This design comes from an exercise in tuning for small area on the open sky130 flow, not from production work.
RTL that was checked went through simulation tests only; none was proved equivalent to the original.
No functional check of the RTL was part of runs 1, 2, 4 and 5.
Power is estimated from default activity; no workload was simulated. No driver is modelled on the clock port, so clocking that relies on it looks cheaper here than on a real chip.

==> flow/design.v <==
`timescale 1ns / 1ps
`default_nettype none
module cic_filter# (
parameter INPUT_DATA_WIDTH = 16,
parameter DECIMATION_RATIO_R = 2048,
parameter NUMBER_OF_STAGES_N = 5,
parameter OUTPUT_DATA_WIDTH = 32
)(
    input wire i_clk,
    input wire i_resetn,
    input wire signed [INPUT_DATA_WIDTH - 1 : 0] i_data,
    output wire o_clk,
    output reg signed [OUTPUT_DATA_WIDTH - 1 : 0] o_data
);
localparam W  = 71;      
localparam SW = 12;      
localparam NS = 6;       
localparam QL = 208;     
reg [10:0] r_cnt;
always @(posedge i_clk or negedge i_resetn) begin
    if (~i_resetn) r_cnt <= 11'd0;
    else           r_cnt <= r_cnt + 11'd1;
end
assign o_clk = r_cnt[10];
reg r_ready;
always @(posedge i_clk or negedge i_resetn) begin
    if (~i_resetn) r_ready <= 1'b0;
    else           r_ready <= r_ready | r_cnt[9];
end
wire [NS-1:0] w_dump;
genvar gs;
generate
    for (gs = 0; gs < NS; gs = gs + 1) begin : DUMP
        assign w_dump[gs] = (r_cnt == 11'd1022 + gs);
    end
endgenerate
reg [3:0]    r_xd1;           
reg [NS-1:2] r_sgn;           
always @(posedge i_clk or negedge i_resetn) begin
    if (~i_resetn) begin
        r_xd1 <= 4'd0;
        r_sgn <= 0;
    end else begin
        r_xd1 <= i_data[15:12];
        r_sgn <= {r_sgn[NS-2:2], r_xd1[3]};
    end
end
reg  [5*W-1:0] r_int;
reg  [5*NS-1:0] r_cy;         
wire [5*W-1:0] w_sum;
wire [5*W-1:0] w_co;
genvar gi, gb;
generate
    for (gi = 0; gi < 5; gi = gi + 1) begin : INT
        for (gb = 0; gb < W; gb = gb + 1) begin : BIT
            wire a, b, ci;
            if (gi == 4)
                assign a = r_int[W*gi + gb] & ~w_dump[gb / SW];
            else
                assign a = r_int[W*gi + gb];
            if (gi == 0) begin
                if (gb < SW)        assign b = i_data[gb];
                else if (gb < 16)   assign b = r_xd1[gb - 12];
                else if (gb < 2*SW) assign b = r_xd1[3];
                else                assign b = r_sgn[gb / SW];
            end else begin
                assign b = r_int[W*(gi-1) + gb];
            end
            if (gb == 0)
                assign ci = 1'b0;
            else if (gb % SW == 0)
                assign ci = ~r_cy[NS*gi + gb / SW];
            else
                assign ci = w_co[W*gi + gb - 1];
            assign w_sum[W*gi + gb] = a ^ b ^ ci;
            assign w_co[W*gi + gb]  = (a & b) | (a & ci) | (b & ci);
        end
    end
endgenerate
integer ii, ss;
always @(posedge i_clk or negedge i_resetn) begin
    if (~i_resetn) begin
        r_int <= 0;
        r_cy  <= {5*NS{1'b1}};
    end else begin
        r_int <= w_sum;
        for (ii = 0; ii < 5; ii = ii + 1)
            for (ss = 1; ss < NS; ss = ss + 1)
                r_cy[NS*ii + ss] <= ~w_co[W*ii + SW*ss - 1];
    end
end
localparam CL = W - NS + 1;   
reg  [CL-1:0] r_cap;
reg  [CL-1:0] w_cap_nxt;
integer pp, s2;
always @* begin
    for (pp = 0; pp < CL; pp = pp + 1) begin
        w_cap_nxt[pp] = (pp < CL-1) ? r_cap[(pp < CL-1) ? pp+1 : pp] : 1'b0;
        for (s2 = 0; s2 < NS; s2 = s2 + 1)
            if (((pp + s2) / SW == s2) && (pp + s2 < W) && w_dump[s2])
                w_cap_nxt[pp] = r_int[W*4 + pp + s2];
    end
end
always @(posedge i_clk) r_cap <= w_cap_nxt;
wire w_first = (r_cnt == 11'd1023);
wire w_lo    = (r_cnt >= 11'd1023) && (r_cnt <= 11'd1086);
wire w_hi    = (r_cnt >= 11'd1087) && (r_cnt <= 11'd1093);
wire w_qwr   = (r_cnt >= 11'd1062) && (r_cnt <= 11'd1093);
reg [63:0] r_la [0:3];
reg [7:0]  r_lb [0:3];
reg [3:0]  r_br;              
wire [4:0] w_n;               
wire [3:0] w_s;
wire [3:0] w_bo;
assign w_n[0] = r_cap[0];
genvar gj;
generate
    for (gj = 0; gj < 4; gj = gj + 1) begin : COMB
        assign w_s[gj] = w_hi ? r_lb[gj][0] : r_la[gj][0];
        wire nb = ~w_s[gj];
        wire ci = w_first | r_br[gj];
        assign w_n[gj+1] = w_n[gj] ^ nb ^ ci;
        assign w_bo[gj]  = (w_n[gj] & nb) | (w_n[gj] & ci) | (nb & ci);
        always @(posedge i_clk) begin
            r_br[gj]  <= w_bo[gj];
            r_la[gj]  <= {w_lo ? w_n[gj] : (r_ready & r_la[gj][0]), r_la[gj][63:1]};
            r_lb[gj]  <= {w_hi ? w_n[gj] : (r_ready & r_lb[gj][0]), r_lb[gj][7:1]};
        end
    end
endgenerate
reg [QL-1:0] r_q;
always @(posedge i_clk)
    r_q <= {w_qwr ? w_n[4] : (r_ready & r_q[0]), r_q[QL-1:1]};
always @(posedge i_clk or negedge i_resetn) begin
    if (~i_resetn)
        o_data <= 0;
    else if (r_cnt == 11'd2047)
        o_data <= r_q[38:7];
end
endmodule
==> flow/run.sh <==
#!/bin/bash
# synth_recipe.tcl (not shown) runs the flow's synth.tcl, then flattens the netlist and writes it again
# the make line also repeats each setting of config.mk as NAME=value (left out here)
make -C /OpenROAD-flow-scripts/flow DESIGN_CONFIG=/design/flow/config.mk WORK_HOME=/design/flow/orfs CLKGATE_MAP_FILE= SYNTH_SCRIPT=/design/flow/synth_recipe.tcl finish
==> flow/config.mk <==
export PLATFORM = sky130hd
export DESIGN_NAME = cic_filter
export DESIGN_NICKNAME = cic_filter
export VERILOG_FILES = /design/flow/design.v
export SDC_FILE = /design/flow/constraint.sdc
export NUM_CORES = 4
export LEC_CHECK = 0
export CAP_MARGIN = 20
export CORE_MARGIN = 2
export CORE_UTILIZATION = 40
export CTS_BUF_LIST = sky130_fd_sc_hd__clkbuf_16
export CTS_CLUSTER_DIAMETER = 60
export CTS_CLUSTER_SIZE = 25
export SLEW_MARGIN = 20
==> flow/constraint.sdc <==
create_clock -name core_clock -period 6.0 [get_ports {i_clk}]
set_input_delay 1.2000 -clock core_clock [delete_from_list [all_inputs] [get_ports {i_clk}]]
set_output_delay 1.2000 -clock core_clock [all_outputs]
set_load 0.01 [all_outputs]
==> results of run 1 <==
==> through the flow <==
stage	util [%]	power [mW]	area (um2)
floorplan	-	13.2	32000
global placement	43.0	14.3	34000
detailed placement	43.0	14.8	34000
CTS	46.1	19.8	36400
global route	46.1	21.2	36500
finish	46.1	19.3	36500
==> metal layers <==
| layer | wire, um | part of all wire (%) |
|---|---|---|
| met5 | 0 | 0 |
| met4 | 1080 | 2.7 |
| met3 | 1490 | 3.8 |
| met2 | 18500 | 47 |
| met1 | 18500 | 47 |
==> final timing paths <==
| kind | from | to | depth (start not counted) |
|---|---|---|---|
| max | r_cnt[9] | r_int[331] | 18 |
| min reg2reg | r_lb[2][6] | r_lb[2][5] | 0 |
| min in group asynchronous | i_resetn | r_int[72] | 1 |
| min | r_lb[2][6] | r_lb[2][5] | 0 |
| max reg2reg | r_cnt[9] | r_int[331] | 18 |
| max in group asynchronous | i_resetn | r_int[106] | 2 |
==> critical path: stages (launching register included) <==
cell and delay (ns):
sky130_fd_sc_hd__dfrtp_1 0.42, sky130_fd_sc_hd__nor4b_4 0.31, sky130_fd_sc_hd__and3_1 0.21, sky130_fd_sc_hd__buf_4 0.16, sky130_fd_sc_hd__nand2_4 0.06, sky130_fd_sc_hd__nand2_1 0.09
sky130_fd_sc_hd__fa_1 0.16, sky130_fd_sc_hd__inv_1 0.05, sky130_fd_sc_hd__fa_1 0.37, sky130_fd_sc_hd__fa_1 0.39, sky130_fd_sc_hd__fa_1 0.39, sky130_fd_sc_hd__fa_1 0.39
sky130_fd_sc_hd__fa_1 0.39, sky130_fd_sc_hd__fa_1 0.38, sky130_fd_sc_hd__fa_1 0.40, sky130_fd_sc_hd__fa_2 0.35, sky130_fd_sc_hd__fa_2 0.34, sky130_fd_sc_hd__fa_1 0.39
sky130_fd_sc_hd__fa_1 0.43
==> synthesized netlist by cell type, drive strengths merged <==
cell type | n | area, um2
nor3 | 4 | 25.0
a22o | 3 | 26.3
inv | 69 | 259
o311a | 1 | 10.0
nand3 | 6 | 30.0
clkbuf | 8 | 30.0
nor2 | 7 | 26.3
a211o | 1 | 8.76
buf | 14 | 100
a21oi | 1 | 5.00
nand2b | 2 | 12.5
ha | 9 | 113
and3 | 4 | 25.0
nand4 | 6 | 58.8
xnor2 | 16 | 140
nor4b | 1 | 23.8
and2 | 43 | 269
nor2b | 23 | 144
or2 | 2 | 12.5
o21ai | 7 | 38.8
mux2 | 98 | 1160
dfrtp | 407 | 10200
and4 | 1 | 8.76
mux2i | 9 | 90.1
dfxtp | 566 | 11300
nand2 | 23 | 101
nor4 | 4 | 55.1
a31oi | 2 | 12.5
xor2 | 3 | 26.3
dfstp | 25 | 657
fa | 349 | 6990
==> flip-flops by register name, summed over array words and instances (netlist names) <==
name     count
r_la       256
r_lb        32
r_cnt       11
r_ready      1
r_xd1        4
r_cap       66
r_cy        25
r_sgn        4
r_int      355
o_data      32
r_br         4
r_q        208
==> cell usage in the layout, fill, tap and decap left out, types with 4 or more instances in the layout <==
cell type and instances:
sky130_fd_sc_hd__dfxtp_1 566, sky130_fd_sc_hd__dfrtp_1 407, sky130_fd_sc_hd__fa_1 329, sky130_fd_sc_hd__mux2_2 80, sky130_fd_sc_hd__inv_1 76, sky130_fd_sc_hd__clkbuf_16 71, sky130_fd_sc_hd__clkdlybuf4s50_1 49, sky130_fd_sc_hd__and2_1 42
sky130_fd_sc_hd__buf_4 38, sky130_fd_sc_hd__dfstp_2 25, sky130_fd_sc_hd__nor2b_1 23, sky130_fd_sc_hd__nand2_1 20, sky130_fd_sc_hd__fa_2 20, sky130_fd_sc_hd__mux2_4 16, sky130_fd_sc_hd__xnor2_1 16, sky130_fd_sc_hd__clkinv_8 14
sky130_fd_sc_hd__mux2i_1 9, sky130_fd_sc_hd__nor2_1 7, sky130_fd_sc_hd__ha_1 7, sky130_fd_sc_hd__o21ai_0 6, sky130_fd_sc_hd__nand3_1 6, sky130_fd_sc_hd__inv_8 5, sky130_fd_sc_hd__and3_1 4, sky130_fd_sc_hd__nand4_1 4
sky130_fd_sc_hd__inv_12 4, sky130_fd_sc_hd__clkinv_1 4, sky130_fd_sc_hd__inv_6 4
==> report_power, final <==
part           internal [mW]  switching (mW)
clock network           2.39            2.47
logic                   2.41            2.25
registers               8.41            1.35
total                   13.2            6.07
==> layout make-up <==
class                      count  area share, %
inverter                      69          0.710
clock buffer                  71           4.87
sequential                   998           60.8
tap                         1050           3.60
clock inverter                49           1.66
timing repair buffer          90           2.28
multi-input combinational    625           26.1
antenna                        1        0.00686
==> kinds of logic after synthesis <==
kind of cell               after synthesis  share of synthesized area [%]
adders and majority gates              358                           22.2
DFF                                    998                           69.3
AOI/OAI and AO/OA                       15                          0.317
and+or+nand+nor                        126                           2.48
buffers and inverters                   91                           1.22
muxes                                  107                           3.92
xor gates and xnor gates                19                          0.520
==> timing repair <==
item                       4_1_cts  5_1_grt
buffers inserted                 1        5
setup endpoints to repair        2        9
gates resized for setup          1       15
cloned                           0        0
pin swaps                        1        7
==> summary.txt, run 1 <==
- The run finished with no timing, DRC or antenna violations.
- The total power per unit cell area is between 500 and 600 nW/um2.
- Synthesis inferred between 900 and 1000 register bits.
- The initial standard-cell utilization of the core is 40.5%.
- The start-to-end type of the worst setup path is reg2reg.
- At the worst endpoint, the required time is 6.50 ns.
- For this run, the top clock speed supported by timing is 173 MHz.
- The wire length reported by the detailed router is approximately 40000 um.
- The multi-input combinational cells in the finished layout cover a total of around 9500 um2.
- The area inside the core boundary is around 79000 um2.
- The die covers 82200 um2.
- The initial antenna violation count was 0.
- Counting tap cells, the placed design contains a total of 2826 instances.
- The final setup skew is approximately 0.04 ns.
- The signed area change from the synthesized netlist to the final layout is 14.0%.
- The HPWL after detailed placement is 26000 um.
- Setup repair after global routing left no endpoint under its margin.
- In the global route stage, met3 resource usage came out at 2.57%.
- The routed design could run at a clock period as short as just under 6 ns.
- The number of DRC violations after detailed routing is 0.
- The via count of the first global-routing pass is 14100.
- In this run the register-to-register setup slack is ~0.21 ns.
- The last weighted congestion value of the routability-driven placer is ~0.70.
- The die span in x is between 200 and 300 um.
- The sequential cells in the finished layout cover a total of between 20000 and 25000 um2.
- In this run the tool buffered the top-level ports with 50 buffer cells.
- The net count after synthesis is around 2100.
- The met1 routing resource usage after global routing is 15.1%.
- The global-route met2 utilization is between 10% and 20%.
- The fraction of layout cells with a size suffix above 1 is between 15 and 20%.
- The H-tree depth reported by CTS is 3.
- The synthesized netlist occupies a cell area of 32000 um2.
- The count of fill cells added during filler insertion is roughly 6600.
- The setup violation total in the final timing report is 0.
- After the last flow step, the layout net total stands at between 2000 and 2500.
- The cell at the root of the clock tree is sky130_fd_sc_hd__clkbuf_16.
- After clock tree synthesis, the clock-pin slew on the worst setup and hold paths is 0.09 ns.
- The hold violation total from the final report was 0.
- Hold timing on the final database bottoms out at a slack of around 0.31 ns.
- Entering global routing, the biggest net connects about 130 pins.
- The kind of start point of the critical path is a register.
- Dividing the final minimum period by the clock period gives between 90 and 100%.
- Counting every instance in the synthesized netlist gives between 1500 and 2000.
- For the pin with the worst max-slew slack, the measured transition is 0.894 ns.
- The count of pins over their slew limit was 0.
- The max-cap violation count is 0.
- The post-route non-filler standard cell count is 2953.
- TritonCTS built the clock tree.
- The vias after detailed routing is roughly 12000.
- The type of destination of the critical path is a register.
- No sink is reached through more buffers than the 3 on the longest clock path.
- met2 is the most crowded layer.
- The setup TNS is 0 ns.
- The share of the Yosys chip area taken by registers is between 60% and 70%.
- The count of pins on the block boundary is 51.
- The via density per instance is ~4.1.
- The number of DRC markers after the initial detailed-route iteration is roughly 460.
- The die boundary height is roughly 290 um.
- The relative slew slack is about 40%.
- The pre-CTS setup slack is -0.293 ns.
- The number of placement rows is ~100.
- Dividing the detail-routed wire length by the instance count gives between 10 and 15 um.
- Once detail routing completed, the nets flagged for antenna violations numbered 0.
- A synthesized cell averages 18.7 um2.
- Buffers inserted to repair hold after CTS numbered 0.
- During synthesis, Yosys emitted a total of 3 warnings.
- Yosys mapped the design onto around 40 distinct sky130hd cell types.
- In the post-route analysis, the smallest setup slack over all paths is around 0.21 ns.
- The clock latency of the later-clocked register in the worst-skew pair is approximately 0.63 ns.
- The first global-routing pass estimated between 70000 and 80000 um of wire.
- The total CTS buffers is 68.
- The number of clock sinks is 998.
- The worst-path maximum fanout is 5.
- The pre-antenna-repair detailed-routing pass consisted of 4 iterations.
- The path class of the lowest-slack min-delay path is reg2reg.
- The data arrival time of the worst path is 6.30 ns.
- In this run the static leakage power is ~15 nW.
- The maximum resistive drop on vdd is 0.000250 V.
- Global routing consumed, over all layers together, 10.7% of the routing resources.
- After global routing the overflow that remains totals 0.
==> inputs of run 2 (changes only) <==
--- a/flow/config.mk
+++ b/flow/config.mk
@@ -8,7 +8,7 @@
 export CAP_MARGIN = 20
 export CORE_MARGIN = 2
 export CORE_UTILIZATION = 40
-export CTS_BUF_LIST = sky130_fd_sc_hd__clkbuf_16
-export CTS_CLUSTER_DIAMETER = 60
-export CTS_CLUSTER_SIZE = 25
+export CTS_BUF_LIST = sky130_fd_sc_hd__clkbuf_8
+export CTS_CLUSTER_DIAMETER = 40
+export CTS_CLUSTER_SIZE = 12
 export SLEW_MARGIN = 20
==> run 2 against run 1 <==
Still clean. Clock power increased by 7.8%. Wire length increased by 2.1%. Global-route usage increased by 0.19 points. Register-to-register slack about the same. Clock skew increased by 0.020 ns. Via count increased by 2.6%. Core utilization increased by 0.39 points. Combinational power about the same. Highest routed layer unchanged.
==> summary.txt, run 2 <==
- The number of input and output port buffers inserted is 50.
- The start-to-end type of the worst setup path is reg2reg.
- In the routed design, unresolved DRC markers number 0.
- The number of warnings reported in the yosys synthesis log is 3.
- The initial antenna violation count is 1.
- The flip-flop count of the largest register after layout is between 300 and 400.
- In this run the clock root is driven by a sky130_fd_sc_hd__clkbuf_8.
- The predominant post-synthesis flop cell is sky130_fd_sc_hd__dfxtp_1.
- r_int holds more flip-flops than any other register.
- CTS built an H-tree with a depth of 3.
- The number of nets handed over by synthesis was 2090.
- The part of the Yosys area used for sequential elements is between 60% and 70%.
- The hold violation total from the final report is 0.
- In this run, synthesis inferred 0 flip-flops with an integrated enable.
- The analysis attributes to cell leakage a power of between 15 and 20 nW.
- Summing all non-filler instances in the final layout gives an area of 36800 um2.
- The post-synthesis instance total is around 1700.
- The finished layout holds around 3000 standard cells, fillers aside.
- The full die area is 82200 um2.
- Counting flops and latches in the post-synthesis netlist gives approximately 1000.
- The last weighted congestion value of the routability-driven placer is roughly 0.70.
- The data arrival time of the worst path is ~6.4 ns.
- The pin count of the biggest net entering global routing is between 100 and 150.
- The count of cell types in the netlist is a little over 40.
- The net count of the finished layout is about 2300.
- From synthesis to final layout, the design area changed by 15.0%.
- The number of placement rows is 103.
- The total power per unit cell area is 534 nW/um2.
- The share of total power dissipated in combinational logic is 23.6%.
- The total CTS buffers is 119.
- The final layout contains routed wiring with a total length of roughly 40000 um.
- Each instance of the synthesized netlist takes up on average roughly 19 um2.
- The clock tree buffer depth is 3.
- The type of destination of the critical path is a register.
- The transition at the pin with the smallest max-transition slack is around 0.9 ns.
- The final setup skew is approximately 0.06 ns.
- The post-detailed-route wirelength per cell is 13.3 um.
- Net switching is a little under a third of the power.
- The initial standard-cell utilization of the core is between 40% and 50%.
- Once layout is complete, the utilization of the core stands at roughly 47%.
- The count of pins on the block boundary is 51.
- After the first detailed-routing iteration, the DRC count stood at roughly 460.
- The pre-CTS setup slack is -0.293 ns.
- The count of pins over their slew limit was 0.
- The internal power summed over all cells is roughly 14 mW.
- The maximum resistive drop on vdd is roughly 0.00027 V.
- Across all setup checks in the final design, the least slack found is roughly 0.2 ns.
- TritonCTS built the clock tree.
- The area share of the largest cell type after synthesis is between 30% and 40%.
- The sum of overflow across all layers after global routing is 0.
- The number of cells in the design after placement is ~2800.
- In the layout the commonest cells are sky130_fd_sc_hd__dfxtp_1 (566), sky130_fd_sc_hd__dfrtp_1 (407), sky130_fd_sc_hd__fa_1 (332), sky130_fd_sc_hd__clkbuf_8 (134), sky130_fd_sc_hd__inv_1 (84).
- From left edge to right edge, the die measures roughly 290 um.
- The vias after detailed routing is between 10000 and 15000.
- The run finished with no timing, DRC or antenna violations.
- Derived from the worst setup path, the maximum achievable clock frequency is between 150 and 200 MHz.
- The net switching power figure is between 6 and 7 mW.
- In the post-synthesis netlist, the biggest area contributors are sky130_fd_sc_hd__dfxtp_1 (35%), sky130_fd_sc_hd__dfrtp_1 (32%), sky130_fd_sc_hd__fa_1 (22%).
- The relative slew slack is 40.0%.
- The tightest hold path in the finished design has a slack of approximately 0.30 ns.
- In the final layout, flip-flops and latches occupy 22200 um2.
- In the synthesized netlist the async set-or-reset flop fraction comes to a little over two fifths.
- The detailed placer's ending HPWL is roughly 26000 um.
- The most frequent cell after synthesis is sky130_fd_sc_hd__dfxtp_1.
- The clock latency of the later-clocked register in the worst-skew pair is 0.75 ns.
- Setup violations remaining at the end of the flow were counted as 0.
- The count of fill cells added during filler insertion is roughly 6600.
- The global-route usage over all layers is 10.9%.
- The remaining antenna violation count after routing is 0.
- Setup repair after global routing left no endpoint under its margin.
- Using the TritonRoute via totals, the vias-per-cell ratio works out to roughly 4.1.
- In this run, flip-flops and latches consume around half of the power.
- The floorplan step set the die height to 287 um.
- The area of the mapped netlist is ~32000 um2.
- The cell taking the most area after synthesis is sky130_fd_sc_hd__dfxtp_1.
- The largest registers in the layout are r_int x355, r_la x256, r_q x208.
- The post-route netlist has about a fifth of its cells at a drive strength greater than 1.
- Counting I/O delays and the setup requirement, the final critical path takes ~5.8 ns.
- The clock transition time at the flip-flop clock pins of the worst setup and hold paths is around 0.08 ns.
- The required time at the endpoint of the critical path is roughly 6.6 ns.
- Across the run, the number of max-cap violations was 0.
- The first global-routing pass estimated approximately 74000 um of wire.
- Counting instances in the post-synthesis netlist gives the leading cell types as sky130_fd_sc_hd__dfxtp_1 (566), sky130_fd_sc_hd__dfrtp_1 (407), sky130_fd_sc_hd__fa_1 (349), sky130_fd_sc_hd__mux2_2 (80), sky130_fd_sc_hd__inv_1 (69).
- The multi-input combinational cells in the finished layout cover a total of 9490 um2.
- After floorplanning, the core was sized to cover ~79000 um2.
- The first TritonRoute pass finished after 4 iterations.
- The clock group share of total power is about a quarter.
- The share of the clock period used by the worst path is 96.6%.
- The min-delay analysis places its worst path in the category reg2reg.
- The area of placed instances is around 34000 um2.
- The number of clock sinks is 998.
- Leaving out fill and tap cells, the most frequent cell in the layout is sky130_fd_sc_hd__dfxtp_1.
- The worst setup path is launched from a register.
- The via count of the first global-routing pass is about 15000.
- The worst-path maximum fanout is 5.
[run 2: logic make-up after synthesis]
kind of cell | after synthesis | synth area share (%)
and+or+nand+nor | 126 | 2.48
adders and majority gates | 358 | 22.2
xor gates and xnor gates | 19 | 0.520
AOI/OAI and AO/OA | 15 | 0.317
DFF | 998 | 69.3
muxes | 107 | 3.92
buffers and inverters | 91 | 1.22
[run 2: routing by layer]
metal / track usage (%) / vias to the layer above / routed length, um
li1: - / 5761 / -
met1: 15.2 / 6533 / 18800
met2: 16.4 / 168 / 18600
met3: 3.25 / 96 / 1980
met4: 3.68 / 0 / 1070
met5: 0 / - / 0
[run 2: cell type report]
cell class,count,area share (%)
sequential,998,60.3
multi-input combinational,625,25.8
clock buffer,134,5.02
tap,1050,3.57
clock inverter,75,2.38
timing repair buffer,87,2.20
inverter,69,0.705
antenna,1,0.00681
[run 2: power by group through the flow]
stage / logic [mW] / registers [mW] / clock network, mW
floorplan: 3.54 / 9.64 / 0
global placement: 4.32 / 9.95 / 0
detailed placement: 4.83 / 9.98 / 0
CTS: 4.86 / 9.85 / 5.44
global route: 5.83 / 10.1 / 5.74
finish: 4.63 / 9.76 / 5.24
[run 2: repair_timing]
action                     4_1_cts  5_1_grt
resized for setup                0       12
setup buffers                    0        3
hold buffers                     0        0
setup endpoints to repair        0        7
[run 2: metrics by stage]
step                      power (mW)  setup TNS, ns
after floorplan                 13.2       -0.00267
after global placement          14.3         -0.379
after detailed placement        14.8         -0.522
after CTS                       20.2              0
after global routing            21.6              0
final                           19.6              0
[run 2: worst max-delay path, cell delays in order, from the launching register on]
cell and delay, ns:
sky130_fd_sc_hd__dfrtp_1 0.41, sky130_fd_sc_hd__nor4b_4 0.34, sky130_fd_sc_hd__and3_1 0.22, sky130_fd_sc_hd__buf_4 0.16, sky130_fd_sc_hd__nand2_4 0.06, sky130_fd_sc_hd__nand2_1 0.09
sky130_fd_sc_hd__fa_1 0.16, sky130_fd_sc_hd__inv_1 0.05, sky130_fd_sc_hd__fa_1 0.37, sky130_fd_sc_hd__fa_1 0.39, sky130_fd_sc_hd__fa_1 0.39, sky130_fd_sc_hd__fa_1 0.39
sky130_fd_sc_hd__fa_1 0.39, sky130_fd_sc_hd__fa_1 0.39, sky130_fd_sc_hd__fa_2 0.35, sky130_fd_sc_hd__fa_2 0.35, sky130_fd_sc_hd__fa_2 0.34, sky130_fd_sc_hd__fa_1 0.39
sky130_fd_sc_hd__fa_1 0.43
[run 2: final timing paths]
kind	from	to	slack (ns)	cells after the start
max	r_cnt[7]	r_int[331]	0.20	18
min	r_q[79]	r_q[78]	0.30	0
max reg2reg	r_cnt[7]	r_int[331]	0.20	18
min reg2reg	r_q[79]	r_q[78]	0.30	0
max in group asynchronous	i_resetn	r_int[102]	4.18	2
min in group asynchronous	i_resetn	r_int[143]	0.44	1
==> inputs of run 3 (changes only) <==
--- a/flow/design.v
+++ b/flow/design.v
@@ -69,7 +69,7 @@
             if (gb == 0)
                 assign ci = 1'b0;
             else if (gb % SW == 0)
-                assign ci = ~r_cy[NS*gi + gb / SW];
+                assign ci = r_cy[NS*gi + gb / SW];
             else
                 assign ci = w_co[W*gi + gb - 1];
             assign w_sum[W*gi + gb] = a ^ b ^ ci;
@@ -81,12 +81,12 @@
 always @(posedge i_clk or negedge i_resetn) begin
     if (~i_resetn) begin
         r_int <= 0;
-        r_cy  <= {5*NS{1'b1}};
+        r_cy  <= 0;
     end else begin
         r_int <= w_sum;
         for (ii = 0; ii < 5; ii = ii + 1)
             for (ss = 1; ss < NS; ss = ss + 1)
-                r_cy[NS*ii + ss] <= ~w_co[W*ii + SW*ss - 1];
+                r_cy[NS*ii + ss] <= w_co[W*ii + SW*ss - 1];
     end
 end
 localparam CL = W - NS + 1;   
--- a/flow/config.mk
+++ b/flow/config.mk
@@ -8,7 +8,4 @@
 export CAP_MARGIN = 20
 export CORE_MARGIN = 2
 export CORE_UTILIZATION = 40
-export CTS_BUF_LIST = sky130_fd_sc_hd__clkbuf_8
-export CTS_CLUSTER_DIAMETER = 40
-export CTS_CLUSTER_SIZE = 12
 export SLEW_MARGIN = 20
==> run 3 against run 2 <==
Area after synthesis is 0.99% higher. Clock skew decreased by 0.021 ns. Die area up 0.98%. Power rose by 6.3%. Worst hold slack better by 0.0015 ns. Sequential power down 2%. Count of clock-buffer cells in the layout increased by 5. Synthesized cell count increased by 7.4%. Maximum frequency shrank 1.1%. Largest cell class unchanged.
==> summary.txt, run 3 <==
- The flow ran to the end and the layout has no timing, DRC or antenna violations.
- The type of destination of the critical path is a register.
- Sorting the synthesized cells by area gives the leading types as sky130_fd_sc_hd__dfxtp_1 (35%), sky130_fd_sc_hd__dfrtp_1 (33%), sky130_fd_sc_hd__fa_1 (22%).
- The most prevalent standard cell on the critical path is sky130_fd_sc_hd__fa_2.
- The detail route stage leaves a number of antenna-violating nets equal to 0.
- The number of clock sinks is approximately 1000.
- The relative slew slack is 48.5%.
- Entering global routing, the biggest net connects approximately 140 pins.
- Global routing finished with a remaining overflow of 0.
- The initial antenna violation count is 0.
- Yosys mapped the design onto 40 distinct sky130hd cell types.
- Synthesis produced a netlist with a net count of between 2000 and 2500.
- The count of flip-flops with a built-in enable after synthesis is 0.
- For this run, the post-layout net count is between 2000 and 2500.
- The analysis attributes to cell leakage a power of 16.3 nW.
- Of all flip-flops after synthesis, the portion carrying an async set or reset was between 40 and 50%.
- Compared with the post-synthesis result, the final layout area differs by 17.2%.
- The final layout contains routed wiring with a total length of just over 40000 um.
- The post-route netlist has between 15 and 20% of its cells at a drive strength greater than 1.
- The signal on the critical path passes through buf_12 > nor4_4 > and3_4 > nand2_2 > and2_1 > fa_2 > fa_2 > fa_2 > fa_2 > fa_2 > fa_2 > fa_2 > fa_2 > fa_2 > fa_2 > fa_2 > inv_2 > fa_1 > inv_1.
- The worst hold margin is 0.303 ns.
- The number of warnings reported in the yosys synthesis log is 3.
- The library cell used most frequently in the layout, excluding fill and tap cells, is sky130_fd_sc_hd__dfxtp_1.
- The post-synthesis instance total is around 1800.
- The hold violation total from the final report is 0.
- The path class of the lowest-slack min-delay path is reg2reg.
- The H-tree was split into 3 levels.
- Ranked by instance count, the synthesized netlist is headed by sky130_fd_sc_hd__dfxtp_1 (566), sky130_fd_sc_hd__dfrtp_1 (432), sky130_fd_sc_hd__fa_1 (349), sky130_fd_sc_hd__inv_1 (196), sky130_fd_sc_hd__mux2_2 (96).
- The setup TNS is 0 ns.
- The required time at the endpoint of the critical path is approximately 6.6 ns.
- At the pin with the least slew margin, the transition time is slightly below 0.8 ns.
- The clock passes through at most 3 buffers.
- The depth of the worst register-to-register path is 19.
- The endpoint of the lowest-slack register-to-register path is r_int[343].
- The total CTS buffers is 95.
- Including well taps, the total number of placed cells is 2954.
- The fmax is between 150 and 200 MHz.
- Setup slack on the worst reg-to-reg path comes out at 0.13 ns.
- The count of fill cells added during filler insertion is around 6700.
- The full die area is 83000 um2.
- Using the TritonRoute via totals, the vias-per-cell ratio works out to just over 4.
- In this run the worst path has a maximum fanout of 7.
- The gate family responsible for the most delay along the worst path is adder cells.
- In the final layout, the registers with the most flip-flops are r_int x355, r_la x256, r_q x208.
- The number of placement rows is 104.
- TritonCTS built the clock tree.
- The count of antenna diodes in the layout is 0.
- The startpoint identified for the worst hold timing path is r_la[2][33].
- The data arrival time of the worst path is 6.46 ns.
- The number of buffers and inverters on the critical path is 3.
- The area of the mapped netlist is 32300 um2.
- The worst setup path is of the reg2reg kind.
- The initial standard-cell utilization of the core is 40.2%.
- Detailed routing inserted a total of approximately 13000 vias.
- Global routing used a little over a tenth of the available tracks across all layers.
- Clock tree synthesis selected as its root buffer the cell sky130_fd_sc_hd__clkbuf_16.
- The number of DRC violations after detailed routing is 0.
- Dividing the synthesized area by the synthesized cell count gives 17.5 um2.
- The terminating pin of the worst hold path is r_la[2][32].
- For this run, the detailed router's first-pass iteration total came to 4.
- The share of the clock period used by the worst path is 97.8%.
- The max-cap violation count is 0.
- The number of input and output port buffers inserted is 50.
- The share of the Yosys chip area taken by registers is around two thirds.
- In the layout the commonest cells are sky130_fd_sc_hd__dfxtp_1 (566), sky130_fd_sc_hd__dfrtp_1 (425), sky130_fd_sc_hd__fa_1 (311), sky130_fd_sc_hd__inv_1 (193), sky130_fd_sc_hd__clkbuf_16 (100).
- The area share of the largest cell type after synthesis is 35.1%.
- The wire-length estimate of the detail-placed layout is 26300 um.
- The cell taking the most area after synthesis is sky130_fd_sc_hd__dfxtp_1.
- For the worst-skew pair, the clock arrives at the later sink with an insertion delay of around 0.65 ns.
- The area inside the core boundary is 80300 um2.
- The worst-case IR drop observed on VDD is 0.000223 V.
- The register with the most flip-flops in the layout has between 300 and 400 of them.
- The clock transition time at the flip-flop clock pins of the worst setup and hold paths is roughly 0.060 ns.
- The final setup skew is ~0.039 ns.
- After clock tree synthesis, the flow added hold-fix buffers numbering 0.
- For this run, the slowest stage of the critical path takes 0.43 ns.
- Counting I/O delays and the setup requirement, the final critical path takes approximately 5.9 ns.
- The predominant post-synthesis flop cell is sky130_fd_sc_hd__dfxtp_1.
- Synthesis inferred 998 register bits.
- The register containing the most flip-flops in the final layout is r_int.
- The post-route non-filler standard cell count is roughly 3100.
- The pre-CTS setup slack is -0.363 ns.
- STA classifies the critical path startpoint as a register.
- The global-route wire length before repair is 74900 um.
- Dividing total power by cell area gives a power density of about 550 nW/um2.
- The die span in x is roughly 290 um.
- The via count of the first global-routing pass is roughly 15000.
- The source of the worst register-to-register timing path is r_cnt[6].
- The slowest cell on the critical path is sky130_fd_sc_hd__dfrtp_2.
- In this run the count of I/O pins placed on the die edge is roughly 50.
- The number of DRC markers after the initial detailed-route iteration is ~510.
- In the post-route analysis, the smallest setup slack over all paths is approximately 0.13 ns.
- Setup violations remaining at the end of the flow were counted as 0.
- Dividing the detail-routed wire length by the instance count gives 13.0 um.
- The cell depth of the worst min-delay path is 0.
- The die boundary height is 288 um.
- The count of pins over their slew limit is 0.
- Routability-driven placement finished with a final weighted congestion of 0.747.
- In the post-synthesis netlist, the cell with the most instances is sky130_fd_sc_hd__dfxtp_1.
run 3: cell count changes after synthesis, moves of 4 or more:
cell                       before  now
sky130_fd_sc_hd__and2_1        43   53
sky130_fd_sc_hd__buf_6          4    0
sky130_fd_sc_hd__clkbuf_1       8   12
sky130_fd_sc_hd__dfrtp_1      407  432
sky130_fd_sc_hd__dfstp_2       25    0
sky130_fd_sc_hd__inv_1         69  196
sky130_fd_sc_hd__mux2_2        80   96
sky130_fd_sc_hd__mux2_4        16    0
sky130_fd_sc_hd__nand2_1       21   25
sky130_fd_sc_hd__nor2_1         7   11
sky130_fd_sc_hd__nor2b_1       23   12
run 3: layer usage:
| metal | GRT usage (%) | vias up | part of all wire, % |
|---|---|---|---|
| li1 | - | 5964 | - |
| met1 | 15.2 | 6739 | 46 |
| met2 | 17.1 | 167 | 47 |
| met3 | 2.50 | 78 | 4.3 |
| met4 | 4.02 | 0 | 2.3 |
| met5 | 0 | - | 0 |
run 3: how the worst max path moves through the flow:
stage,from,slack (ns),cells after the start,endpoint
global route,r_cnt[6],-0.05,19,r_int[343]
CTS,r_cnt[6],0.0005,18,r_int[295]
finish,r_cnt[6],0.13,19,r_int[343]
global placement,i_data[0],-0.33,15,r_int[11]
floorplan,r_cnt[1],-0.03,20,r_int[307]
detailed placement,i_data[0],-0.36,15,r_int[11]
run 3: per-stage QoR:
step | util (%) | power (mW) | area, um2
after detailed placement | 42.8 | 15.1 | 34300
after global placement | 42.8 | 14.5 | 34300
after CTS | 47.0 | 21.4 | 37700
final | 47.1 | 20.9 | 37900
after global routing | 47.1 | 23.0 | 37900
after floorplan | - | 13.4 | 32400
run 3: kinds of logic after synthesis:
kind of cell	synth area share, %
mux	3.63
compound gates	0.480
buf+inv	2.55
flops	68.6
simple gates	2.27
xor+xnor	0.515
fa+ha+maj	22.0
run 3: power by group:
group / switching (mW) / total, mW / internal, mW
Clock: 2.53 / 6.14 / 3.62
Sequential: 1.24 / 9.59 / 8.36
Combinational: 2.58 / 5.12 / 2.54
Total: 6.35 / 20.9 / 14.5
run 3: final cells by class:
cell class	instances	area [um2]	share of cell area, %
inverter	196	736	1.94
tap	1060	1330	3.50
clock inverter	37	544	1.44
timing repair buffer	86	813	2.15
clock buffer	139	2820	7.45
sequential	998	22200	58.5
multi-input combinational	626	9470	25.0
run 3: worst register-to-register path, cell delays in order (launching register included):
cell and delay (ns):
sky130_fd_sc_hd__dfrtp_2 0.43, sky130_fd_sc_hd__buf_12 0.14, sky130_fd_sc_hd__nor4_4 0.34, sky130_fd_sc_hd__and3_4 0.30
sky130_fd_sc_hd__nand2_2 0.07, sky130_fd_sc_hd__and2_1 0.17, sky130_fd_sc_hd__fa_2 0.35, sky130_fd_sc_hd__fa_2 0.35
sky130_fd_sc_hd__fa_2 0.35, sky130_fd_sc_hd__fa_2 0.35, sky130_fd_sc_hd__fa_2 0.34, sky130_fd_sc_hd__fa_2 0.35
sky130_fd_sc_hd__fa_2 0.35, sky130_fd_sc_hd__fa_2 0.35, sky130_fd_sc_hd__fa_2 0.34, sky130_fd_sc_hd__fa_2 0.35
sky130_fd_sc_hd__fa_2 0.35, sky130_fd_sc_hd__inv_2 0.06, sky130_fd_sc_hd__fa_1 0.41, sky130_fd_sc_hd__inv_1 0.06
run 3: repair_timing:
item / 4_1_cts / 5_1_grt
gates resized for setup: 2 / 25
endpoints found under the hold margin: 0 / 0
setup buffers: 1 / 11
pin swaps: 2 / 8
endpoints found under the setup margin: 4 / 6
==> inputs of run 4 (changes only) <==
--- a/flow/design.v
+++ b/flow/design.v
@@ -69,7 +69,7 @@
             if (gb == 0)
                 assign ci = 1'b0;
             else if (gb % SW == 0)
-                assign ci = r_cy[NS*gi + gb / SW];
+                assign ci = ~r_cy[NS*gi + gb / SW];
             else
                 assign ci = w_co[W*gi + gb - 1];
             assign w_sum[W*gi + gb] = a ^ b ^ ci;
@@ -81,12 +81,12 @@
 always @(posedge i_clk or negedge i_resetn) begin
     if (~i_resetn) begin
         r_int <= 0;
-        r_cy  <= 0;
+        r_cy  <= {5*NS{1'b1}};
     end else begin
         r_int <= w_sum;
         for (ii = 0; ii < 5; ii = ii + 1)
             for (ss = 1; ss < NS; ss = ss + 1)
-                r_cy[NS*ii + ss] <= w_co[W*ii + SW*ss - 1];
+                r_cy[NS*ii + ss] <= ~w_co[W*ii + SW*ss - 1];
     end
 end
 localparam CL = W - NS + 1;   
==> flow/flow/run.sh (new file) <==
#!/bin/bash
# Own layout flow: the standard ORFS flow (standard synthesis unchanged) with
#  - a clock tree of clkbuf_16 sink buffers on larger clusters and no dummy loads,
#  - the port buffers made with buf_1 instead of the default cell.
set -euo pipefail
cd "$(dirname "$0")/.."
CTS="-sink_clustering_enable -repair_clock_nets -buf_list sky130_fd_sc_hd__clkbuf_16"
CTS="$CTS -sink_clustering_size ${CTS_SIZE:-25} -sink_clustering_max_diameter ${CTS_DIAM:-60} -dont_use_dummy_load"
bash standard.sh "CTS_ARGS=$CTS" "BUFFER_PORTS_ARGS=-buffer_cell sky130_fd_sc_hd__buf_1" finish > standard_flow.log 2>&1
test -f out/final.def
==> flow/standard.sh (new file) <==
#!/bin/bash
# synth_recipe.tcl (not shown) runs the flow's synth.tcl, then flattens the netlist and writes it again
# the make line also repeats each setting of config.mk as NAME=value (left out here)
make -C /OpenROAD-flow-scripts/flow DESIGN_CONFIG=/design/flow/config.mk WORK_HOME=/design/flow/orfs CLKGATE_MAP_FILE= SYNTH_SCRIPT=/design/flow/synth_recipe.tcl "${@:-finish}"
removed: flow/run.sh
==> run 4 against run 3 <==
Still clean. Maximum frequency rose by 0.94%. Global-route usage fell by 0.33 points. Power fell by 12%. Largest cell class unchanged.
==> summary.txt, run 4 <==
- The die covers just over 80000 um2.
- The clock group share of total power is a little over a fifth.
- The detailed router finished its first iteration with around 530 violations.
- The detailed placer's ending HPWL is ~26000 um.
- The setup violation total in the final timing report is 0.
- The share of total power dissipated in sequential elements is between 50% and 60%.
- The global-route usage over all layers is about a tenth.
- The count of pins on the block boundary is just over 50.
- Clock tree synthesis inserted a total of 68 buffers.
- The most common library cell in the layout ignoring fill and taps is sky130_fd_sc_hd__dfxtp_1.
- Power spread over the standard cell area amounts to roughly 520 nW/um2.
- The flip-flop count of the largest register after layout is 355.
- The tree built by TritonCTS fans out to between 900 and 1000 sinks.
- The clock transition time at the flip-flop clock pins of the worst setup and hold paths is around 0.09 ns.
- Ranked by flip-flop count, first place goes to r_int.
- Of all cell types, the one taking the most synthesized area is sky130_fd_sc_hd__dfxtp_1.
- After filler insertion, the fill cell instance count of the layout stands at between 6000 and 7000.
- The number of warnings reported in the yosys synthesis log is 3.
- The initial standard-cell utilization of the core is between 40% and 50%.
- In the layout the commonest cells are sky130_fd_sc_hd__dfxtp_1 (566), sky130_fd_sc_hd__dfrtp_1 (407), sky130_fd_sc_hd__fa_1 (328), sky130_fd_sc_hd__mux2_2 (80), sky130_fd_sc_hd__clkbuf_16 (68).
- The least setup slack across all paths after layout is between 0.15 and 0.2 ns.
- For the worst-skew pair, the clock arrives at the later sink with an insertion delay of 0.64 ns.
- The die boundary height is roughly 290 um.
- The global-route wire length before repair is ~72000 um.
- Entering global routing, the biggest net connects approximately 170 pins.
- The required time at the endpoint of the critical path is 6.43 ns.
- The wire length reported by the detailed router is 39000 um.
- The area of placed instances is about 34000 um2.
- Counting flops and latches in the post-synthesis netlist gives approximately 1000.
- TritonCTS built the clock tree.
- The path class of the lowest-slack min-delay path is reg2reg.
- Yosys mapped a number of flops with a built-in enable equal to 0.
- The run finished with no timing, DRC or antenna violations.
- The area share of the largest cell type after synthesis is between 30% and 40%.
- The transition at the pin with the smallest max-transition slack is between 0.9 and 1 ns.
- The area inside the core boundary is slightly below 80000 um2.
- The hold violation total from the final report is 0.
- The fraction of layout cells with a size suffix above 1 is roughly 14%.
- The worst setup path is captured at a register.
- For this run, asynchronously set or reset flops after synthesis account for 43.3%.
- After detailed routing, the number of remaining DRC violations is 0.
- The number of placement rows is slightly above 100.
- For this run, the top clock speed supported by timing is between 150 and 200 MHz.
- The mean cell area of the mapped netlist is 18.7 um2.
- The via count of the first global-routing pass is around 14000.
- For the finished layout, the period the worst path requires is 5.81 ns.
- The first detailed-routing pass took 6 iterations.
- Registers take 22200 um2.
- The clock tree buffer depth is 3.
- The largest registers in the layout are r_int x355, r_la x256, r_q x208.
- The area used by multi-input combinational logic is 9490 um2.
- The final route contains between 10000 and 15000 vias.
- Relative to the synthesized area, the layout overhead comes to 11.0%.
- The analysis attributes to cell leakage a power of ~15 nW.
- The via density per instance is 4.21.
- In the synthesized netlist the dominant register cell turns out to be sky130_fd_sc_hd__dfxtp_1.
- The pre-CTS setup slack is 0.0580 ns.
- The worst setup path is launched from a register.
- The post-synthesis instance total is ~1700.
- For this design the total switching power over the nets is ~5.6 mW.
- The post-detailed-route wirelength per cell is ~13 um.
- On the final layout, the worst clock skew is roughly 0.086 ns.
- The setup path with the least slack is of type reg2reg.
- The initial antenna violation count came to 0.
- In the final design database the tool counted around 2200 nets.
- The data arrival time of the worst path is 6.24 ns.
- The count of cell types in the netlist is 41.
- The final instance area is 35500 um2.
- The root buffer cell chosen for the clock tree is sky130_fd_sc_hd__clkbuf_16.
- In the finished design, the share of the clock period the worst path needs comes to 96.8%.
- The max-cap violation count is 0.
- In the post-synthesis netlist, the biggest area contributors are sky130_fd_sc_hd__dfxtp_1 (35%), sky130_fd_sc_hd__dfrtp_1 (32%), sky130_fd_sc_hd__fa_1 (22%).
- The most common cell in the synthesized netlist is sky130_fd_sc_hd__dfxtp_1.
- The total power consumption of the routed design is 18.5 mW.
- The repair_antennas step left the layout with diodes totalling 0.
- The internal power of the cells totals around 13 mW.
- The number of buffers inserted by hold repair at cts is 0.
- Hold is met by 0.283 ns.
- Cells fill 44.9% of the core in the end.
- The number of input and output port buffers inserted is 50.
- The area of the mapped netlist is between 30000 and 40000 um2.
- The switching portion of total power is between 30% and 40%.
- Along the worst path, the maximum fanout reaches 5.
- At the end of routability-driven placement, the weighted congestion stood at about 0.73.
- The H-tree was split into 3 levels.
- The count of pins over their slew limit is 0.
- The maximum resistive drop on vdd is between 0.0002 and 0.00025 V.
- The number of nets in the synthesized netlist is 2090.
- The sum of overflow across all layers after global routing is 0.
- The die span in x is 287 um.
- For this run, the register share of the synthesized area comes to between 60 and 70%.
- The remaining antenna violation count after routing is 0.
- The relative slew slack is between 30 and 40%.
- Per report_power, the combinational group accounts for between 20% and 30% of the total.
- The commonest cells after synthesis are sky130_fd_sc_hd__dfxtp_1 (566), sky130_fd_sc_hd__dfrtp_1 (407), sky130_fd_sc_hd__fa_1 (349), sky130_fd_sc_hd__mux2_2 (80), sky130_fd_sc_hd__inv_1 (69).
-- run 4: changes by cell type in the layout (fill, tap and decap cells not counted), moves of 22 or more --
cell,delta
sky130_fd_sc_hd__clkdlybuf4s50_1,-49
sky130_fd_sc_hd__inv_1,-126
sky130_fd_sc_hd__clkbuf_1,-22
sky130_fd_sc_hd__buf_1,+49
sky130_fd_sc_hd__clkbuf_16,-32
sky130_fd_sc_hd__dfstp_2,+25
-- run 4: routing by layer --
layer	track usage, %	vias to the layer above	share of wire, %
li1	-	5573	-
met1	15.0	6437	47
met2	16.3	124	47
met3	2.59	80	3.9
met4	3.62	0	2.9
met5	0	-	0
-- run 4: cell type report --
| cell class | instances | share of cell area [%] |
|---|---|---|
| inverters | 69 | 0.730 |
| clock buffers | 68 | 4.80 |
| multi-input cells | 625 | 26.8 |
| flip-flops and latches | 998 | 62.5 |
| well taps | 1050 | 3.70 |
| repair buffers | 88 | 1.52 |
-- run 4: what timing repair did --
action	CTS	global route
endpoints found under the setup margin	3	9
endpoints found under the hold margin	0	0
setup buffers	2	3
pin swaps	2	6
gates resized for setup	1	16
-- run 4: per-stage QoR --
step	cells	setup TNS (ns)
final	2898	0
after global routing	2898	-0.0392
after CTS	2894	0
after detailed placement	2824	0
after global placement	2824	0
after floorplan	1714	-0.00267
-- run 4: path summary, 6_finish.rpt --
kind / start / endpoint / slack (ns) / cells after the start
setup / recovery: r_cnt[7] / r_int[343] / 0.19 / 18
hold / removal: r_lb[2][5] / r_lb[2][4] / 0.28 / 0
setup reg to reg: r_cnt[7] / r_int[343] / 0.19 / 18
hold reg to reg: r_lb[2][5] / r_lb[2][4] / 0.28 / 0
max in group asynchronous: i_resetn / r_int[132] / 4.36 / 3
min in group asynchronous: i_resetn / o_data[25] / 0.64 / 2
-- run 4: kinds of logic (layout without fill, tap and decap cells) --
family	Yosys count	after routing	share of synthesized area, %
DFF	998	998	69.3
buffers and inverters	91	225	1.22
muxes	107	107	3.92
AOI/OAI and AO/OA	15	15	0.317
adders and majority gates	358	358	22.2
and+or+nand+nor	126	126	2.48
xor gates and xnor gates	19	19	0.520
-- run 4: power by group through the flow --
stage	Combinational (mW)	Sequential, mW	Clock, mW
6_report	4.67	9.77	4.01
5_1_grt	5.89	10.1	4.45
4_1_cts	4.89	9.86	4.20
3_5_place_dp	4.81	9.99	0
3_3_place_gp	4.30	9.97	0
2_1_floorplan	3.54	9.64	0
-- run 4: critical path, cell delays in order (launching register included) --
cell	delay [ns]
sky130_fd_sc_hd__dfrtp_1	0.41
sky130_fd_sc_hd__nor4b_4	0.35
sky130_fd_sc_hd__and3_1	0.24
sky130_fd_sc_hd__buf_6	0.14
sky130_fd_sc_hd__nand2_4	0.05
sky130_fd_sc_hd__nand2_1	0.08
sky130_fd_sc_hd__fa_1	0.16
sky130_fd_sc_hd__inv_1	0.05
sky130_fd_sc_hd__fa_2	0.34
sky130_fd_sc_hd__fa_2	0.35
sky130_fd_sc_hd__fa_2	0.35
sky130_fd_sc_hd__fa_1	0.39
sky130_fd_sc_hd__fa_2	0.35
sky130_fd_sc_hd__fa_1	0.39
sky130_fd_sc_hd__fa_2	0.35
sky130_fd_sc_hd__fa_1	0.38
sky130_fd_sc_hd__fa_1	0.39
sky130_fd_sc_hd__fa_1	0.39
sky130_fd_sc_hd__fa_1	0.43
==> inputs of run 5 (changes only) <==
--- a/flow/flow/run.sh
+++ b/flow/flow/run.sh
@@ -5,6 +5,6 @@
 set -euo pipefail
 cd "$(dirname "$0")/.."
 CTS="-sink_clustering_enable -repair_clock_nets -buf_list sky130_fd_sc_hd__clkbuf_16"
-CTS="$CTS -sink_clustering_size ${CTS_SIZE:-25} -sink_clustering_max_diameter ${CTS_DIAM:-60} -dont_use_dummy_load"
+CTS="$CTS -sink_clustering_size ${CTS_SIZE:-32} -sink_clustering_max_diameter ${CTS_DIAM:-120} -dont_use_dummy_load"
 bash standard.sh "CTS_ARGS=$CTS" "BUFFER_PORTS_ARGS=-buffer_cell sky130_fd_sc_hd__buf_1" finish > standard_flow.log 2>&1
 test -f out/final.def
==> run 5 against run 4 <==
Sequential share of layout area rose by 1.4 points. Maximum frequency fell by 0.36%. Clock power fell by 26%. Final cell count fell by 1.2%.
==> summary.txt, run 5 <==
- The detail route stage leaves a number of antenna-violating nets equal to 0.
- When the netlist entered floorplanning its net count stood at 2090.
- Of the post-synthesis cell area, the dominant cell type holds 35.4%.
- The cell depth of the worst min-delay path is 0.
- The count of pins over their slew limit was 0.
- The number of input and output port buffers inserted is 50.
- The core region is between 70000 and 80000 um2.
- Traced cell by cell, the critical path runs through nor4b_4 > buf_4 > buf_4 > nand4_1 > and2_1 > fa_1 > fa_1 > fa_1 > fa_1 > fa_1 > fa_1 > fa_1 > fa_1 > fa_1 > fa_1 > xor2_1 > xnor2_1.
- The cell taking the most area after synthesis is sky130_fd_sc_hd__dfxtp_1.
- The number of placement rows is 103.
- Max-cap violations in this run came to 0.
- On the critical path, the stage with the largest delay is an instance of sky130_fd_sc_hd__dfrtp_1.
- Yosys mapped a number of flops with a built-in enable equal to 0.
- The total leakage power is 14.4 nW.
- The register containing the most flip-flops in the final layout is r_int.
- The share of power burned in combinational logic is between 20% and 30%.
- The number of DRC markers after the initial detailed-route iteration is 540.
- The run finished with no timing, DRC or antenna violations.
- In this run, synthesis produced a sequential element count of around 1000.
- Power comes to about 17 mW.
- TritonCTS built the clock tree.
- The share of total power dissipated in sequential elements is ~56%.
- The data arrival time of the worst path is about 6.3 ns.
- The cell at the root of the clock tree is sky130_fd_sc_hd__clkbuf_16.
- The repair_antennas step left the layout with diodes totalling 0.
- After detailed placement, the total cell area comes to 33700 um2.
- Leaving out fill and tap cells, the most frequent cells in the layout are sky130_fd_sc_hd__dfxtp_1 (566), sky130_fd_sc_hd__dfrtp_1 (407), sky130_fd_sc_hd__fa_1 (329), sky130_fd_sc_hd__mux2_2 (80), sky130_fd_sc_hd__inv_1 (67).
- The worst-path maximum fanout is 4.
- The relative slew slack is about two fifths.
- The peak per-stage delay on the critical path is between 0.4 and 0.5 ns.
- The internal power of the cells totals ~12 mW.
- The number of nets in the final layout is between 2000 and 2500.
- Data on the critical path is required at its endpoint by approximately 6.5 ns.
- In this run the horizontal extent of the chip is 287 um.
- The library cell used most frequently in the layout, excluding fill and tap cells, is sky130_fd_sc_hd__dfxtp_1.
- The start-to-end type of the worst setup path is reg2reg.
- The part of the Yosys area used for sequential elements is a little over two thirds.
- The endpoint of the lowest-slack register-to-register path is r_int[354].
- The clock group share of total power is 17.1%.
- The hold violation total from the final report is 0.
- The clock tree buffer depth is 3.
- The number of cells in the design after placement is 2824.
- Global routing used around 10% of the available tracks.
- Detailed placement ended at an HPWL of around 26000 um.
- The setup TNS is 0 ns.
- Between clock sinks in the finished design, the worst skew comes to just over 0.08 ns.
- The cell area that synthesis handed to floorplanning was ~32000 um2.
- The via density per instance is 4.18.
- The number of DRC violations after detailed routing is 0.
- Net switching is a little under a third of the power.
- a little over 50 I/O pins were placed.
- The fmax is 171 MHz.
- The initial standard-cell utilization of the core is a little over 40%.
- The clock latency of the later-clocked register in the worst-skew pair is 0.58 ns.
- After synthesis, the mean cell area works out to 18.7 um2.
- The net switching power figure is 5.43 mW.
- The detailed router placed roughly 12000 vias in this run.
- Buffers inserted during clock tree synthesis total 37.
- Final hold analysis gives a worst-case slack of 0.302 ns.
- The clock transition time at the flip-flop clock pins of the worst setup and hold paths is between 0.1 and 0.15 ns.
- The number of buffers inserted by hold repair at cts is 0.
- The number of warnings reported in the yosys synthesis log is 3.
- The final critical-path required period is approximately 5.8 ns.
- After detailed routing, the total wire length is about 38000 um.
- The pre-CTS setup slack is 0.0580 ns.
- The end-of-flow core utilization is 43.9%.
- The predominant post-synthesis flop cell is sky130_fd_sc_hd__dfxtp_1.
- The sum of overflow across all layers after global routing is 0.
- The maximum resistive drop on vdd is roughly 0.00029 V.
- The post-detailed-route wirelength per cell is 13.3 um.
- The finished layout holds between 2000 and 3000 standard cells, fillers aside.
- The flop-to-flop setup slack is 0.17 ns.
- In the final layout, the registers with the most flip-flops are r_int x355, r_la x256, r_q x208.
- The via count of the first global-routing pass is roughly 14000.
- The worst hold path begins at r_la[3][2].
- The initial antenna violation count is 1.
- The global-route wire length before repair is a little over 70000 um.
- The full die area is just over 80000 um2.
- The finished cells cover between 30000 and 40000 um2.
- The source of the worst register-to-register timing path is r_cnt[7].
- Setup violations remaining at the end of the flow were counted as 0.
- The kind of start point of the critical path is a register.
- The fraction of registers with async set/reset is between 40% and 50%.
- The floorplan step set the die height to approximately 290 um.
- The commonest cells after synthesis are sky130_fd_sc_hd__dfxtp_1 (566), sky130_fd_sc_hd__dfrtp_1 (407), sky130_fd_sc_hd__fa_1 (349), sky130_fd_sc_hd__mux2_2 (80), sky130_fd_sc_hd__inv_1 (69).
- The last weighted congestion value of the routability-driven placer is 0.732.
- Before antenna repair, the detailed router went through 4 iterations.
- By area the synthesized netlist is led by sky130_fd_sc_hd__dfxtp_1 (35%), sky130_fd_sc_hd__dfrtp_1 (32%), sky130_fd_sc_hd__fa_1 (22%).
- The worst hold path terminates at r_la[3][1].
- The worst register-to-register path has a depth of 17.
- The share of the clock period used by the worst path is 97.2%.
- The H-tree generated during clock tree synthesis spans 2 levels.
- Relative to the synthesized area, the layout overhead comes to 8.44%.
- Among the stages of the critical path, the cell type that occurs most often is sky130_fd_sc_hd__fa_1.
- The flip-flop count of the largest register after layout is about 360.
- Of the cells placed in the final design, the portion with a size suffix greater than 1 is 12.7%.
- The number of clock sinks is roughly 1000.
- The total power per unit cell area is roughly 500 nW/um2.
- In the post-synthesis netlist, the cell with the most instances is sky130_fd_sc_hd__dfxtp_1.
- The synthesized netlist contains 41 unique library cells.
- The pin count of the biggest net entering global routing is 171.
- The count of fill cells added during filler insertion is about 6800.
- The transition at the pin with the smallest max-transition slack is approximately 0.90 ns.
- STA classifies the critical path endpoint as a register.
- Across all setup checks in the final design, the least slack found is roughly 0.17 ns.
- The post-synthesis instance total is around 1700.
- In this run the worst hold path is classified as reg2reg.
-- run 5: critical path: cells and delay by family (launching register included) --
family,cells,cell delay (ns)
adders and majority gates,10,3.95
xor gates and xnor gates,2,0.28
buffers and inverters,2,0.30
DFF,1,0.43
and+or+nand+nor,3,0.76
-- run 5: layer usage --
metal  GRT usage, %  up-vias  wire length [um]
met5              0        -                 0
met4           2.60        0               818
met3           2.10       57              1400
met2           16.0       90             17800
met1           14.9     6338             18200
li1               -     5495                 -
-- run 5: how the worst max path moves through the flow --
stage	start	endpoint	slack [ns]	cells past startpoint
2_1_floorplan	r_cnt[0]	r_int[307]	-0.003	19
3_3_place_gp	i_data[0]	r_int[11]	0.14	13
3_5_place_dp	i_data[0]	r_int[11]	0.06	13
4_1_cts	r_cnt[9]	r_int[319]	0.02	17
5_1_grt	r_cnt[7]	r_int[331]	-0.04	18
6_report	r_cnt[7]	r_int[354]	0.17	17
-- run 5: repair_timing --
action / CTS / global route
hold endpoints to repair: 0 / 0
endpoints found under the setup margin: 0 / 8
setup buffers: 0 / 2
resized for setup: 0 / 15
-- run 5: cells by family (layout without fill, tap and decap cells) --
logic type / after synthesis / after routing / share of synthesized area (%)
buffers and inverters: 91 / 191 / 1.22
xor gates and xnor gates: 19 / 19 / 0.520
DFF: 998 / 998 / 69.3
and+or+nand+nor: 126 / 126 / 2.48
adders and majority gates: 358 / 358 / 22.2
muxes: 107 / 107 / 3.92
AOI/OAI and AO/OA: 15 / 15 / 0.317
-- run 5: layout make-up --
| class | instances | area, um2 | share of cell area, % |
|---|---|---|---|
| sequential | 998 | 22200 | 63.9 |
| inverter | 69 | 259 | 0.747 |
| multi-input combinational | 625 | 9490 | 27.4 |
| clock buffer | 37 | 926 | 2.67 |
| tap | 1050 | 1310 | 3.79 |
| timing repair buffer | 85 | 515 | 1.49 |
-- run 5: power by group through the flow --
| stage | registers [mW] | clock network [mW] | logic, mW |
|---|---|---|---|
| after floorplan | 9.64 | 0 | 3.54 |
| after global placement | 9.97 | 0 | 4.30 |
| after detailed placement | 9.99 | 0 | 4.81 |
| after CTS | 9.85 | 3.12 | 4.86 |
| after global routing | 10.1 | 3.35 | 5.86 |
| final | 9.75 | 2.96 | 4.64 |
==> inputs of run 6 (changes only) <==
--- a/flow/design.v
+++ b/flow/design.v
@@ -15,7 +15,7 @@
 localparam W  = 71;      
 localparam SW = 12;      
 localparam NS = 6;       
-localparam QL = 208;     
+localparam QL = 260;     
 reg [10:0] r_cnt;
 always @(posedge i_clk or negedge i_resetn) begin
     if (~i_resetn) r_cnt <= 11'd0;
@@ -90,18 +90,20 @@
     end
 end
 localparam CL = W - NS + 1;   
-reg  [CL-1:0] r_cap;
+reg  [QL-1:0] r_q;
 reg  [CL-1:0] w_cap_nxt;
+wire w_qin;
 integer pp, s2;
 always @* begin
     for (pp = 0; pp < CL; pp = pp + 1) begin
-        w_cap_nxt[pp] = (pp < CL-1) ? r_cap[(pp < CL-1) ? pp+1 : pp] : 1'b0;
+        w_cap_nxt[pp] = r_q[pp+1];
         for (s2 = 0; s2 < NS; s2 = s2 + 1)
-            if (((pp + s2) / SW == s2) && (pp + s2 < W) && w_dump[s2])
-                w_cap_nxt[pp] = r_int[W*4 + pp + s2];
+            if (((pp + s2) / SW == s2) && (pp + s2 < W))
+                w_cap_nxt[pp] = w_cap_nxt[pp] | (w_dump[s2] & r_int[W*4 + pp + s2]);
     end
 end
-always @(posedge i_clk) r_cap <= w_cap_nxt;
+always @(posedge i_clk)
+    r_q <= {w_qin, r_q[QL-1:CL+1], w_cap_nxt};
 wire w_first = (r_cnt == 11'd1023);
 wire w_lo    = (r_cnt >= 11'd1023) && (r_cnt <= 11'd1086);
 wire w_hi    = (r_cnt >= 11'd1087) && (r_cnt <= 11'd1093);
@@ -112,7 +114,7 @@
 wire [4:0] w_n;               
 wire [3:0] w_s;
 wire [3:0] w_bo;
-assign w_n[0] = r_cap[0];
+assign w_n[0] = r_q[0];
 genvar gj;
 generate
     for (gj = 0; gj < 4; gj = gj + 1) begin : COMB
@@ -128,13 +130,14 @@
         end
     end
 endgenerate
-reg [QL-1:0] r_q;
-always @(posedge i_clk)
-    r_q <= {w_qwr ? w_n[4] : (r_ready & r_q[0]), r_q[QL-1:1]};
+wire w_qclr = ~r_ready
+            | ((r_cnt >= 11'd1023) && (r_cnt <= 11'd1061))    
+            | ((r_cnt >= 11'd215)  && (r_cnt <= 11'd246));    
+assign w_qin = w_qwr ? w_n[4] : (~w_qclr & r_q[0]);
 always @(posedge i_clk or negedge i_resetn) begin
     if (~i_resetn)
         o_data <= 0;
     else if (r_cnt == 11'd2047)
-        o_data <= r_q[38:7];
+        o_data <= r_q[246:215];
 end
 endmodule
==> run 6 against run 5 <==
Synthesized cell count is 0.58% lower. Critical path depth is 1 higher. Sequential cell count is 14 lower. Critical endpoint is now r_int[331]. Setup slack better by 0.00069 ns. Largest cell class unchanged. Clock skew hardly changed.
==> summary.txt, run 6 <==
- Input and output buffers added on the ports amount to 50.
- Once the floorplan was initialized, standard cells occupied between 40% and 50% of the core.
- Counting stages on the worst path, the most repeated cell is sky130_fd_sc_hd__fa_2.
- The run finished with no timing, DRC or antenna violations.
- For the finished layout, the period the worst path requires is 5.83 ns.
- In this run the biggest area consumer among cell types represents a little over a third of the synthesized area.
- The detailed placer's ending HPWL is about 26000 um.
- For this design the total switching power over the nets is around 5.4 mW.
- The die boundary height is between 200 and 300 um.
- The initial antenna violation count came to 0.
- The setup violation total in the final timing report is 0.
- In the final layout, the registers with the most flip-flops are r_int x355, r_q x260, r_la x256.
- The count of flip-flops with a built-in enable after synthesis is 0.
- The congestion estimate from routability-driven global placement came to about 0.77.
- The commonest cells after synthesis are sky130_fd_sc_hd__dfxtp_1 (552), sky130_fd_sc_hd__dfrtp_1 (407), sky130_fd_sc_hd__fa_1 (349), sky130_fd_sc_hd__inv_1 (67), sky130_fd_sc_hd__a21o_1 (62).
- The gate family responsible for the most delay along the worst path is adder cells.
- Summed over all cells, the static leakage comes to 14.5 nW.
- Dividing the detail-routed wire length by the instance count gives roughly 13 um.
- The endpoint of the lowest-slack register-to-register path is r_int[331].
- The most common library cell in the layout ignoring fill and taps is sky130_fd_sc_hd__dfxtp_1.
- The die covers 80800 um2.
- The detailed router finished its first iteration with 722 violations.
- The register share of total power is between 50% and 60%.
- Counting instances, the worst hold path has a depth of 0.
- The part of the Yosys area used for sequential elements is approximately 70%.
- In this run the horizontal extent of the chip is 284 um.
- Measured on the finished design, the core utilization comes to 43.9%.
- The depth of the worst register-to-register path is 18.
- The wire length reported by the detailed router is between 30000 and 40000 um.
- Clock latency on the worst-skew pair, taken at its later pin, is 0.61 ns.
- The largest single stage delay on the critical path is 0.56 ns.
- The path class of the lowest-slack min-delay path is reg2reg.
- The number of clock sinks is 984.
- Entering global routing, the biggest net connects around 170 pins.
- TritonCTS built the clock tree.
- Synthesis produced between 1500 and 2000 cells.
- Compared with the post-synthesis result, the final layout area differs by 8.55%.
- In this run the core area contains roughly 100 standard-cell rows.
- After the last flow step, the layout net total stands at 2174.
- Final hold analysis gives a worst-case slack of 0.284 ns.
- The number of nets handed over by synthesis was 2080.
- The count of pins over their slew limit is 0.
- The clock passes through at most 3 buffers.
- The cell at the root of the clock tree is sky130_fd_sc_hd__clkbuf_16.
- The global-route usage over all layers is 10.4%.
- Fill cells in the final layout number slightly below 7000.
- Between clock sinks in the finished design, the worst skew comes to 0.0819 ns.
- The predominant post-synthesis flop cell is sky130_fd_sc_hd__dfxtp_1.
- The switching portion of total power is 31.3%.
==> run 6: metal layers <==
layer / vias up / track usage [%] / wire [um] / part of all wire (%)
li1: 5480 / - / - / -
met1: 6314 / 15.5 / 18700 / 49
met2: 109 / 15.8 / 17400 / 46
met3: 56 / 1.87 / 1200 / 3.1
met4: 0 / 2.61 / 801 / 2.1
met5: - / 0 / 0 / 0
==> run 6: power groups by stage <==
| stage | Sequential, mW | Clock, mW | Combinational, mW |
|---|---|---|---|
| 3_5_place_dp | 9.90 | 0 | 4.76 |
| 4_1_cts | 9.77 | 3.09 | 4.80 |
| 5_1_grt | 10.0 | 3.32 | 5.85 |
| 3_3_place_gp | 9.88 | 0 | 4.31 |
| 6_report | 9.67 | 2.94 | 4.58 |
| 2_1_floorplan | 9.56 | 0 | 3.55 |
==> run 6: worst max path at each step <==
stage	from	endpoint	slack, ns	depth (start not counted)
finish	r_cnt[9]	r_int[331]	0.17	18
global placement	i_data[0]	r_int[11]	0.08	13
CTS	r_cnt[5]	r_int[295]	0.01	17
detailed placement	r_cnt[5]	r_int[295]	-0.13	17
global route	r_cnt[9]	r_int[331]	-0.04	18
floorplan	r_cnt[0]	r_int[307]	0.006	18
==> run 6: worst reg2reg max path, cell delays in order, from the launching register on <==
cell,delay (ns)
sky130_fd_sc_hd__dfrtp_1,0.40
sky130_fd_sc_hd__or4b_4,0.56
sky130_fd_sc_hd__nor3b_4,0.21
sky130_fd_sc_hd__buf_6,0.14
sky130_fd_sc_hd__nand2_1,0.09
sky130_fd_sc_hd__nand2_1,0.10
sky130_fd_sc_hd__fa_1,0.17
sky130_fd_sc_hd__inv_1,0.05
sky130_fd_sc_hd__fa_1,0.37
sky130_fd_sc_hd__fa_2,0.34
sky130_fd_sc_hd__fa_1,0.38
sky130_fd_sc_hd__fa_1,0.39
sky130_fd_sc_hd__fa_2,0.35
sky130_fd_sc_hd__fa_2,0.34
sky130_fd_sc_hd__fa_2,0.35
sky130_fd_sc_hd__fa_2,0.34
sky130_fd_sc_hd__fa_2,0.34
sky130_fd_sc_hd__fa_2,0.34
sky130_fd_sc_hd__fa_1,0.44
==> run 6: kinds of logic (layout without fill, tap and decap cells) <==
logic type / count (synthesis) / count (layout) / synth area share (%)
mux: 44 / 44 / 1.55
flops: 984 / 984 / 69.7
xor+xnor: 19 / 19 / 0.530
compound gates: 82 / 82 / 2.02
simple gates: 126 / 127 / 2.38
fa+ha+maj: 358 / 358 / 22.6
buf+inv: 91 / 182 / 1.22
==> run 6: per-stage QoR <==
step	cell area (um2)	setup slack (ns)	TNS [ns]	cells
floorplan	31500	0.00551	0	1704
global placement	33100	0.0755	0	2796
detailed placement	33100	-0.133	-0.233	2796
CTS	34000	0.0131	0	2834
global route	34100	-0.0375	-0.0815	2836
finish	34100	0.169	0	2836
==> run 6: repair_timing <==
item	in CTS	in global routing
pin swaps	1	3
setup endpoints to repair	2	11
gates resized for setup	3	15
setup buffers	0	2
gates cloned	1	0
==> run 6: layout make-up <==
| class | instances | share of cell area, % |
|---|---|---|
| flip-flops and latches | 984 | 64.2 |
| multi-input cells | 630 | 27.2 |
| well taps | 1040 | 3.82 |
| clock buffers | 37 | 2.72 |
| repair buffers | 78 | 1.30 |
| inverters | 67 | 0.738 |

[static timing again, ports no longer ideal]
No port has a modelled driver above. Below, the same layouts with a new extraction and two added sets of constraints.
Step 1: set_driving_cell puts a clkbuf_16 on i_clk and a buf_2 on each other input, an assumption about the parent block.
Step 2 moves the port delays by t, midway between the first and last clock arrival at a register: inputs arrive t later, outputs are due t later. That takes back most of the time a late clock gives input paths.
Slacks: ideal ports / drivers / drivers and shift; pairs: ideal ports / drivers.
run	shift t [ns]	slack for setup (ns)	worst slew at a driven data input, ns
run 1	0.667	0.209 / 0.209 / -0.263	0.05
run 2	0.780	0.201 / 0.201 / -0.246	0.05
run 3	0.703	0.134 / 0.134 / -0.307	0.05
run 4	0.644	0.189 / 0.189 / 0.071	0.03
run 5	0.614	0.168 / 0.168 / 0.104	0.03
run 6	0.625	0.169 / 0.169 / 0.040	0.03
With both steps, setup timing fails in run 1, run 2 and run 3, where it was met with ideal ports. For run 1, which loses most, drivers alone change the setup slack by 0.000 ns; drivers and shift together by -0.472 ns.
